Background: an optimization exercise with open tools, aiming at small area, a short achievable clock period and few clock cycles. Do not read the settings as production practice.
RTL that was checked went through simulation tests only; none was proved equivalent to the original.

Setup of run A:
Design maxfinder, start of the top module:
module maxfinder(clk, rst, start, x1, x2, x3, x4, eps, done, result);
export LEC_CHECK = 0
export CAP_MARGIN = 20
export CORE_MARGIN = 2
export CORE_UTILIZATION = 40
export SETUP_SLACK_MARGIN = 2.6
export SLEW_MARGIN = 20
export SYNTH_HIERARCHICAL = 1
export SYNTH_MINIMUM_KEEP_SIZE = 0
create_clock -name core_clock -period 9.0 [get_ports {clk}]
standard.sh (not shown) runs the stock make flow with config.mk's settings and CLKGATE_MAP_FILE= SYNTH_SCRIPT=/design/flow/synth_recipe.tcl, a recipe that flattens the netlist after the stock synthesis.
==> flow/flow/run.sh <==
#!/bin/bash
export BUFFER_PORTS_ARGS="-buffer_cell sky130_fd_sc_hd__buf_2"
cp standard.sh standard_copy.sh.txt
bash standard.sh > standard.log 2>&1
Input changes introduced in run B (baseline for comparison: run A):
Settings: changing SETUP_SLACK_MARGIN from 2.6 to 2.0.
==> results.txt <==
Timing, DRC, antenna: 0 failures across run A and run B
Any difference in clock latency of the later-clocked register in the worst-skew pair between run A and run B is small enough to ignore.
Compared with run A, in run B global-route met1 utilization went down by 2.5 points, final area decreased by 530 µm² relative to the old numbers, placed wire-length estimate now smaller, final instance count without filler cells shrank by 19.
Run B drops fewer vias than run A.
Looking at utilization after layout across run A and run B, the one that comes out lower is run B.
Sequential share of layout area, run A and run B: smaller value in run A
Run B vs run A: routed via count divided by cell count down in run B
Here is what was changed in the inputs of run C compared with run B.
Settings: SETUP_SLACK_MARGIN changed from 2.0 to 2.4.
--- outcome ---
- Run C finished all stages; the layout is clean.
- Run B → run C: final instance count without filler cells went up 7; share of cell area taken by flip-flops and latches roughly the same.
- Beginning of the critical path = x1[1]: run B; beginning of the critical path = x1[2]: run C
- Going from run B to run C, first-iteration DRC count shrank by 26%.
- Compared with run B, in run C number of detailed-routing iterations run before antenna repair held steady; part of the cycle the worst path needs shrank by 3.7 points.
> inputs changed (run C -> run D)
Settings: SETUP_SLACK_MARGIN removed (was 2.4).
[summary]
- The lower area of combinational cells with multiple inputs of run D and run C is in run D.
- From run C to run D the numbers moved as follows: worst setup slack went down by 0.63 ns.
- Against run C, run D comes in 330 µm lower on first-pass GRT wire length.
- For run D and run C, there was not a single run that failed to finish clean.
- The via count reported for run D is lower than the one for run C.
- Compared with run C, run D ends up with a smaller final cell area.
- The higher upper clock frequency limit of run D and run C is in run C.
Inputs modified between run D and run E:
Settings: CORE_UTILIZATION changed from 40 to 60.
--- outcome ---
Diff run D -> run E: wire length the detailed router placed on met1 shows an increase of about 2%, maximum frequency from static timing analysis fell 0.00063 GHz.
Against run D, run E comes in 0.02 ns higher on arrival time reported for the critical path endpoint.
The global routing met3 resource utilization number comes out lower for run D vs run E.
Diff run D..run E | number of logic inverters in the finished layout | unchanged
No functional check of the RTL was part of any run of this note.

xenon:
maxfinder, a different RTL version from the one above (not shown whole).
For scale: roughly 660 cells after synthesis, roughly 18 flip-flops, roughly 34 I/O pins.
==> flow/config.mk <==
export PLATFORM = sky130hd
export DESIGN_NAME = maxfinder
export DESIGN_NICKNAME = maxfinder
export VERILOG_FILES = /design/flow/design.v
export SDC_FILE = /design/flow/constraint.sdc
export NUM_CORES = 4
export LEC_CHECK = 0
export CAP_MARGIN = 20
export CORE_MARGIN = 2
export CORE_UTILIZATION = 40
export SETUP_SLACK_MARGIN = 2.2
export SLEW_MARGIN = 20
export SYNTH_HIERARCHICAL = 1
export SYNTH_MINIMUM_KEEP_SIZE = 0
==> flow/constraint.sdc <==
create_clock -name core_clock -period 9.0 [get_ports {clk}]
set_input_delay 1.8000 -clock core_clock [delete_from_list [all_inputs] [get_ports {clk}]]
set_output_delay 1.8000 -clock core_clock [all_outputs]
set_load 0.01 [all_outputs]
==> flow/flow/run.sh <==
#!/bin/bash
export BUFFER_PORTS_ARGS="-buffer_cell sky130_fd_sc_hd__buf_1"
bash standard.sh > standard.log 2>&1
Testbench counts of xenon, summed over its fixed seeds: cycles 3,201.
For nickel, these inputs were changed with respect to xenon:
# xenon
export LEC_CHECK = 0
export CAP_MARGIN = 20
export CORE_MARGIN = 2
export CORE_UTILIZATION = 40
export SETUP_SLACK_MARGIN = 2.2
export SLEW_MARGIN = 20
export SYNTH_HIERARCHICAL = 1
export SYNTH_MINIMUM_KEEP_SIZE = 0
create_clock -name core_clock -period 9.0 [get_ports {clk}]
# nickel
export LEC_CHECK = 0
export CAP_MARGIN = 20
export CORE_MARGIN = 2
export CORE_UTILIZATION = 40
export SETUP_SLACK_MARGIN = 2.2
export SLEW_MARGIN = 20
export SYNTH_HIERARCHICAL = 1
export SYNTH_MINIMUM_KEEP_SIZE = 0
export TNS_END_PERCENT = 0
create_clock -name core_clock -period 9.0 [get_ports {clk}]
Results
nickel vs. xenon: global-route wire length before repair about even; design area about even; minimum setup slack after placement about even. Summary of nickel over xenon: footprint of the multi-input gates held steady; arrival time of the worst setup path increased by 20 ps relative to the old numbers; wire length neither gained nor lost much.

Starting RTL as in the previous note.
// maxfinder
module maxfinder(clk, rst, start, x1, x2, x3, x4, eps, done, result);
Settings: LEC_CHECK=0, CAP_MARGIN=20, CORE_MARGIN=2, CORE_UTILIZATION=40, GPL_ROUTABILITY_DRIVEN=0, SETUP_SLACK_MARGIN=2.2, SLEW_MARGIN=20, SYNTH_HIERARCHICAL=1, SYNTH_MINIMUM_KEEP_SIZE=0; clock period 9.0 ns.
Scripts as last shown in full above: flow/flow/run.sh
Testbench counts at the start, summed over its fixed seeds: cycles 3,201.
Next try:
- GPL_ROUTABILITY_DRIVEN: 0 -> default
- PLACE_DENSITY: default -> 0.9
What happened: Utilization climbs by 0.33 points. Routed wire length drops by 6.3%. Die area is unchanged. Hold slack is worse by 0.011 ns. Critical path depth is unchanged. Final area climbs by 0.75%. Count of clock-buffer cells in the layout does not change.
Next try:
- PLACE_DENSITY: 0.9 -> default
- SETUP_SLACK_MARGIN: 2.2 -> 2.3
After rerunning:
- The new run completed without violations
- cell area barely changes
- first-iteration DRC count goes down by 56%
- synthesized area is unchanged
- worst hold slack gains 0.012 ns
- wire length goes up by 6.9%
- count of clock-buffer cells in the layout is unchanged
- clock skew is about the same
- global-route usage goes up by 1.1 points

==> what the ideal ports hide <==
The flow's constraints put no driver on any port. The routed layouts listed below were extracted and timed again, unchanged, in two steps.
Step 1 (the two cells are an assumption about what drives the block):
set clk [get_ports {clk}]
set_driving_cell -lib_cell sky130_fd_sc_hd__clkbuf_16 $clk
set_driving_cell -lib_cell sky130_fd_sc_hd__buf_2 [delete_from_list [all_inputs] $clk]
Step 2 times the ports against the registers' clock, not the clock port: input delays grow and output delays shrink by t, the midpoint of the rising clock arrivals with the driver on.
Three values: no drivers, after step 1, after step 2; two values: the first two.
| run | shift t [ns] | setup slack, ns | hold slack, ns | worst register clock-pin slew, ns |
|---|---|---|---|---|
| run A | 0.288 | 2.540 / 2.543 / 2.255 | 0.652 / 0.652 / 0.652 | 0.06 / 0.06 |
| run B | 0.291 | 2.249 / 2.260 / 1.969 | 0.665 / 0.665 / 0.665 | 0.06 / 0.06 |
| run C | 0.293 | 2.584 / 2.598 / 2.305 | 0.665 / 0.665 / 0.665 | 0.06 / 0.06 |
| run D | 0.295 | 1.953 / 1.966 / 1.671 | 0.664 / 0.664 / 0.664 | 0.06 / 0.06 |
| run E | 0.287 | 1.921 / 1.935 / 1.647 | 0.698 / 0.698 / 0.698 | 0.06 / 0.06 |
| xenon | 0.284 | 2.425 / 2.431 / 2.146 | 0.613 / 0.613 / 0.613 | 0.06 / 0.06 |
| nickel | 0.287 | 2.425 / 2.434 / 2.146 | 0.613 / 0.613 / 0.613 | 0.06 / 0.06 |
| the first run of note 3 | 0.284 | 2.425 / 2.431 / 2.146 | 0.613 / 0.613 / 0.613 | 0.06 / 0.06 |
| the second run of note 3 | 0.286 | 2.430 / 2.440 / 2.154 | 0.601 / 0.601 / 0.601 | 0.06 / 0.06 |
| the third run of note 3 | 0.284 | 2.474 / 2.480 / 2.195 | 0.614 / 0.614 / 0.614 | 0.06 / 0.06 |
After both steps setup and hold are still met in every run listed. The setup slack of run A, which loses most, moves by +0.003 ns with the drivers and by -0.285 ns with both steps.
